Background: an optimization exercise with open tools, aiming at small area. Do not read the settings as production practice.
Function was checked by simulation only, so behaviour that the tests miss may differ from the original.
No activity file was given, so power comes from the tool's default toggle rates.

03-09:
// mc6809i
module mc6809i
#(
    parameter ILLEGAL_INSTRUCTIONS="GHOST"
) 
(
    input   clk,
    input   [7:0]  D,
    output  [7:0]  DOut,
    output  [15:0] ADDR,
    output  RnW,
    output  BS,
    output  BA,
    input   nIRQ,
    input   nFIRQ,
    input   nNMI,
    output  AVMA,
    output  BUSY,
    output  LIC,
    input   nHALT,
    input   nRESET,
    input   nDMABREQ
);
Size: about 190 flip-flops, about 45 I/O pins, ~19000 sq um of cells after synthesis.
clock: 15.0 ns
lec_check: 0
cap_margin: 20
core_margin: 2
core_utilization: 40
place_density: 0.55
slew_margin: 20
standard.sh (not shown) runs the stock make flow with config.mk's settings and CLKGATE_MAP_FILE= SYNTH_SCRIPT=/design/flow/synth_recipe.tcl, a recipe that flattens the netlist after the stock synthesis.
==> flow/flow/run.sh <==
#!/bin/bash
# Own flow: the standard layout, with the synthesis step's ABC mapping script
# replaced by an area-oriented one (see synth_area.tcl). Everything after synthesis
# is standard.sh unchanged.
set -euo pipefail
W=$(pwd)
export AREA_ABC_SCRIPT=$W/flow/area.abc
# standard.sh with its synthesis script pointed at flow/synth_area.tcl
sed "s#SYNTH_SCRIPT=[^ ]*#SYNTH_SCRIPT=$W/flow/synth_area.tcl #" standard.sh > area_standard.sh
grep -q "synth_area.tcl" area_standard.sh
bash area_standard.sh synth > synth.log 2>&1
bash standard.sh > layout.log 2>&1
test -f out/final.def
==> flow/flow/area.abc <==
strash
ifraig
scorr
dc2
dretime
strash
&get -n
&dch -f
&nf -R 1000
&put
strash
ifraig
dc2
strash
&get -n
&dch -f
&nf -R 1000
&put
==> flow/flow/synth_area.tcl <==
# The standard synthesis (synth_recipe.tcl), with one change: the technology mapping runs
# an area-oriented ABC script (flow/area.abc) in place of ORFS's abc_*.script.
# Registers come from the steps before ABC, so they are the standard synthesis's.
proc synth {args} { yosys synth -nofsm -noshare {*}$args }
proc abc {args} {
  set i [lsearch -exact $args -script]
  if {$i >= 0} {
    lset args [expr {$i + 1}] $::env(AREA_ABC_SCRIPT)
  }
  yosys abc {*}$args
}
source $::env(SCRIPTS_DIR)/synth.tcl
# left out here: clear keep_hierarchy, flatten, clean up, hide names made inside functions, write 1_2_yosys.v
03-09: flow completed, timing, DRC and antenna clean
## Diff of input files: 04-25 against 03-09
==> flow/run.sh (new file) <==
#!/bin/bash
# synth_recipe.tcl (not shown) runs the flow's synth.tcl, then flattens the netlist and writes it again
# the make line also repeats each setting of config.mk as NAME=value (left out here)
make -C /OpenROAD-flow-scripts/flow DESIGN_CONFIG=/design/flow/config.mk WORK_HOME=/design/flow/orfs CLKGATE_MAP_FILE= SYNTH_SCRIPT=/design/flow/synth_recipe.tcl finish
diff --git a/flow/config.mk b/flow/config.mk
--- a/flow/config.mk
+++ b/flow/config.mk
@@ -8,5 +8,5 @@
 export CAP_MARGIN = 20
 export CORE_MARGIN = 2
-export CORE_UTILIZATION = 40
-export PLACE_DENSITY = 0.55
+export CORE_UTILIZATION = 30
+export PLACE_DENSITY = 0.5
 export SLEW_MARGIN = 20
removed: flow/flow/run.sh
removed: flow/flow/area.abc
removed: flow/flow/synth_area.tcl
removed: flow/standard.sh
03-09 → 04-25: clock-cell share of area decreased by 0.42 points relative to the old numbers, clock-buffer cell count decreased by 1 relative to the old numbers, number of instances in the synthesized netlist increased by about 22% relative to the old numbers, clock skew increased by 0.027 ns relative to the old numbers. Placed instance count: 04-25 vs 03-09 up 849.

---

mc6809i, a different RTL version from the one above (not shown whole).
Size: about 2,300 cells after synthesis, about 190 flip-flops, ~45 I/O pins, about 16,000 sq um of cells after synthesis.
==> flow/config.mk <==
export PLATFORM = sky130hd
export DESIGN_NAME = mc6809i
export DESIGN_NICKNAME = mc6809i
export VERILOG_FILES = /design/flow/design.v
export SDC_FILE = /design/flow/constraint.sdc
export NUM_CORES = 4
export LEC_CHECK = 0
export CAP_MARGIN = 20
export CORE_MARGIN = 2
export CORE_UTILIZATION = 40
export GPL_TIMING_DRIVEN = 0
export PLACE_DENSITY = 0.7
export SLEW_MARGIN = 20
==> flow/constraint.sdc <==
create_clock -name core_clock -period 15.0 [get_ports {clk}]
set_input_delay 3.0000 -clock core_clock [delete_from_list [all_inputs] [get_ports {clk}]]
set_output_delay 3.0000 -clock core_clock [all_outputs]
set_load 0.01 [all_outputs]
==> flow/flow/run.sh <==
#!/bin/bash
# Own flow: the standard layout (standard.sh) with two changes.
#  - Synthesis (synth_area.tcl): the standard synthesis script, except that adders are
#    not pre-mapped to full/half-adder cells and ABC maps with an area-oriented script
#    (area.abc) instead of ORFS's abc_*.script. Only the combinational mapping changes;
#    the registers (names, count, cell types) are the standard synthesis's.
#  - The port buffers that placement inserts on every input and output are buf_1.
# Each step's full tool output is in orfs/logs/; make's output in synth.log and layout.log.
set -euo pipefail
W=$(pwd)
export AREA_ABC_SCRIPT=$W/flow/area.abc
export BUFFER_PORTS_ARGS="-buffer_cell sky130_fd_sc_hd__buf_1"
sed "s#SYNTH_SCRIPT=[^ ]*#SYNTH_SCRIPT=$W/flow/synth_area.tcl #" standard.sh > area_standard.sh
grep -q "synth_area.tcl" area_standard.sh
bash area_standard.sh synth > synth.log 2>&1
bash standard.sh > layout.log 2>&1
test -f out/final.def
==> flow/flow/area.abc <==
strash
ifraig
scorr
dc2
dretime
strash
ifraig
dc2
strash
&get -n
&dch -f
&nf -R 1000 -E 100 -p -F 8 -C 32
&put
strash
ifraig
dc2
strash
&get -n
&dch -f
&nf -R 1000 -E 100 -p -F 8 -C 32
&put
strash
ifraig
dc2
strash
&get -n
&dch -f
&nf -R 1000 -E 100 -p -F 8 -C 32
&put
strash
ifraig
dc2
strash
&get -n
&dch -f
&nf -R 1000 -E 100 -p -F 8 -C 32
&put
strash
ifraig
dc2
strash
&get -n
&dch -f
&nf -R 1000 -E 100 -p -F 8 -C 32
&put
strash
ifraig
dc2
strash
&get -n
&dch -f
&nf -R 1000 -E 100 -p -F 8 -C 32
&put
strash
ifraig
dc2
strash
&get -n
&dch -f
&nf -R 1000 -E 100 -p -F 8 -C 32
&put
strash
ifraig
dc2
strash
&get -n
&dch -f
&nf -R 1000 -E 100 -p -F 8 -C 32
&put
strash
ifraig
dc2
strash
&get -n
&dch -f
&nf -R 1000 -E 100 -p -F 8 -C 32
&put
strash
ifraig
dc2
strash
&get -n
&dch -f
&nf -R 1000 -E 100 -p -F 8 -C 32
&put
strash
ifraig
dc2
strash
&get -n
&dch -f
&nf -R 1000 -E 100 -p -F 8 -C 32
&put
strash
ifraig
dc2
strash
&get -n
&dch -f
&nf -R 1000 -E 100 -p -F 8 -C 32
&put
Other scripts of this flow, unchanged in this note and not shown: flow/flow/synth_area.tcl
Rerun with:
--- a/flow/config.mk
+++ b/flow/config.mk
@@ -9,5 +9,4 @@
 export CORE_MARGIN = 2
 export CORE_UTILIZATION = 40
-export GPL_TIMING_DRIVEN = 0
-export PLACE_DENSITY = 0.7
+export PLACE_DENSITY = 0.55
 export SLEW_MARGIN = 20
- wire length increases by about 6%
- critical path depth decreases by 2
- non-clock buffer count increases by 69
- die area stays the same
- via count increases by about 1.7%
- utilization increases by 0.96 points
- setup slack improves by 1.1 ns
Rerun with:
--- a/flow/config.mk
+++ b/flow/config.mk
@@ -9,4 +9,5 @@
 export CORE_MARGIN = 2
 export CORE_UTILIZATION = 40
+export GPL_TIMING_DRIVEN = 0
 export PLACE_DENSITY = 0.55
 export SLEW_MARGIN = 20
=>
- count of clock-buffer cells in the layout shrinks by 1
- design area shrinks by 2.0%
- setup slack got worse by 0.98 ns
Rerun with:
==> flow/flow/area.abc (replaced) <==
strash
ifraig
scorr
dc2
dretime
strash
ifraig
dc2
strash
&get -n
&dch -f
&nf -R 1000 -E 100 -F 8 -C 32
&put
strash
ifraig
dc2
strash
&get -n
&dch -f
&nf -R 1000 -E 100 -F 8 -C 32
&put
strash
ifraig
dc2
strash
&get -n
&dch -f
&nf -R 1000 -E 100 -F 8 -C 32
&put
strash
ifraig
dc2
strash
&get -n
&dch -f
&nf -R 1000 -E 100 -F 8 -C 32
&put
strash
ifraig
dc2
strash
&get -n
&dch -f
&nf -R 1000 -E 100 -F 8 -C 32
&put
strash
ifraig
dc2
strash
&get -n
&dch -f
&nf -R 1000 -E 100 -F 8 -C 32
&put
strash
ifraig
dc2
strash
&get -n
&dch -f
&nf -R 1000 -E 100 -F 8 -C 32
&put
strash
ifraig
dc2
strash
&get -n
&dch -f
&nf -R 1000 -E 100 -F 8 -C 32
&put
strash
ifraig
dc2
strash
&get -n
&dch -f
&nf -R 1000 -E 100 -F 8 -C 32
&put
strash
ifraig
dc2
strash
&get -n
&dch -f
&nf -R 1000 -E 100 -F 8 -C 32
&put
strash
ifraig
dc2
strash
&get -n
&dch -f
&nf -R 1000 -E 100 -F 8 -C 32
&put
strash
ifraig
dc2
strash
&get -n
&dch -f
&nf -R 1000 -E 100 -F 8 -C 32
&put
Result:
- routed wire length came out lower by 1.0%
- clock-buffer cell count does not change
- hold slack loses 0.015 ns
- combinational power stays flat
- non-clock buffer count came out higher by 15
Rerun with:
==> flow/flow/area.abc (replaced) <==
strash
ifraig
scorr
dc2
dretime
strash
ifraig
dc2
strash
&get -n
&dch -f
&nf -R 1000 -E 100 -p -F 8 -C 32
&put
strash
ifraig
dc2
strash
&get -n
&dch -f
&nf -R 1000 -E 100 -p -F 8 -C 32
&put
strash
ifraig
dc2
strash
&get -n
&dch -f
&nf -R 1000 -E 100 -p -F 8 -C 32
&put
strash
ifraig
dc2
strash
&get -n
&dch -f
&nf -R 1000 -E 100 -p -F 8 -C 32
&put
strash
ifraig
dc2
strash
&get -n
&dch -f
&nf -R 1000 -E 100 -p -F 8 -C 32
&put
strash
ifraig
dc2
strash
&get -n
&dch -f
&nf -R 1000 -E 100 -p -F 8 -C 32
&put
strash
ifraig
dc2
strash
&get -n
&dch -f
&nf -R 1000 -E 100 -p -F 8 -C 32
&put
strash
ifraig
dc2
strash
&get -n
&dch -f
&nf -R 1000 -E 100 -p -F 8 -C 32
&put
strash
ifraig
dc2
strash
&get -n
&dch -f
&nf -R 1000 -E 100 -p -F 8 -C 32
&put
strash
ifraig
dc2
strash
&get -n
&dch -f
&nf -R 1000 -E 100 -p -F 8 -C 32
&put
strash
ifraig
dc2
strash
&get -n
&dch -f
&nf -R 1000 -E 100 -p -F 8 -C 32
&put
strash
ifraig
dc2
strash
&get -n
&dch -f
&nf -R 1000 -E 100 -p -F 8 -C 32
&put
--- a/flow/config.mk
+++ b/flow/config.mk
@@ -9,4 +9,5 @@
 export CORE_MARGIN = 2
 export CORE_UTILIZATION = 40
+export CTS_BUF_LIST = sky130_fd_sc_hd__clkbuf_8 sky130_fd_sc_hd__clkbuf_16
 export GPL_TIMING_DRIVEN = 0
 export PLACE_DENSITY = 0.55
After rerunning:
- sequential share of layout area rises by 0.45 points
- synthesized cell count shrinks by 1.5%
- setup slack is worse by 0.23 ns
- combinational power is about the same
- wire length rose by 1.0%
- die area shrinks by 0.88%
- sequential power goes down by about 0.8%
- global-route usage rose by 0.27 points
Rerun with:
==> flow/flow/area.abc (replaced) <==
strash
ifraig
scorr
dc2
dretime
strash
ifraig
dc2
strash
&get -n
&dch -f
&nf -R 1000
&put
strash
ifraig
dc2
strash
&get -n
&dch -f
&nf -R 1000
&put
strash
ifraig
dc2
strash
&get -n
&dch -f
&nf -R 1000
&put
strash
ifraig
dc2
strash
&get -n
&dch -f
&nf -R 1000
&put
strash
ifraig
dc2
strash
&get -n
&dch -f
&nf -R 1000
&put
strash
ifraig
dc2
strash
&get -n
&dch -f
&nf -R 1000
&put
strash
ifraig
dc2
strash
&get -n
&dch -f
&nf -R 1000
&put
strash
ifraig
dc2
strash
&get -n
&dch -f
&nf -R 1000
&put
strash
ifraig
dc2
strash
&get -n
&dch -f
&nf -R 1000
&put
strash
ifraig
dc2
strash
&get -n
&dch -f
&nf -R 1000
&put
strash
ifraig
dc2
strash
&get -n
&dch -f
&nf -R 1000
&put
strash
ifraig
dc2
strash
&get -n
&dch -f
&nf -R 1000
&put
--- a/flow/config.mk
+++ b/flow/config.mk
@@ -9,5 +9,4 @@
 export CORE_MARGIN = 2
 export CORE_UTILIZATION = 40
-export CTS_BUF_LIST = sky130_fd_sc_hd__clkbuf_8 sky130_fd_sc_hd__clkbuf_16
 export GPL_TIMING_DRIVEN = 0
 export PLACE_DENSITY = 0.55
After rerunning:
- critical path depth came out lower by 4
- hold slack hardly moves
- global-route usage came out higher by 0.24 points
- count of clock-buffer cells in the layout came out higher by 2
- setup slack is better by 0.77 ns
- via count came out higher by 2.3%
- clock power came out lower by about 2%
- power came out higher by 2.7%
- routed wire length came out higher by 1.5%
- maximum frequency came out higher by 5.6%
- cell count came out higher by 4.7%

## port drivers added, routing unchanged
The results above use ideal ports. As a check the final layouts listed here were re-extracted and re-timed, cells and wires unchanged.
Step 1: set_driving_cell puts a clkbuf_16 on clk and a buf_2 on each other input, an assumption about the parent block.
Step 2 times the ports against the registers' clock, not the clock port: input delays grow and output delays shrink by t, the midpoint of the rising clock arrivals with the driver on.
a / b / c = ideal / step 1 / step 2; a / b = the first two.
run	t, ns	slack for setup (ns)	worst setup path after step 2	clock arrival spread, ns	worst data-port slew with drivers (ns)
03-09	0.588	2.585 / 2.519 / 2.926	input to register	0.018 / 0.018	0.04
04-25	0.611	2.781 / 2.707 / 2.611	input to register	0.044 / 0.044	0.05
the first run of note 2	0.566	0.445 / 0.445 / 0.445	register to register	0.016 / 0.015	0.06
the second run of note 2	0.572	1.566 / 1.506 / 2.078	register to output	0.024 / 0.024	0.04
the third run of note 2	0.544	0.582 / 0.582 / 0.582	register to register	0.016 / 0.016	0.05
the fourth run of note 2	0.575	0.813 / 0.813 / 0.813	register to register	0.021 / 0.021	0.05
the fifth run of note 2	0.544	0.582 / 0.582 / 0.582	register to register	0.016 / 0.016	0.05
the sixth run of note 2	0.573	1.353 / 1.353 / 1.353	register to register	0.023 / 0.024	0.03
After both steps every run listed still meets setup and hold. The setup slack of 04-25, which loses most, moves by -0.074 ns with the drivers and by -0.170 ns with both steps.
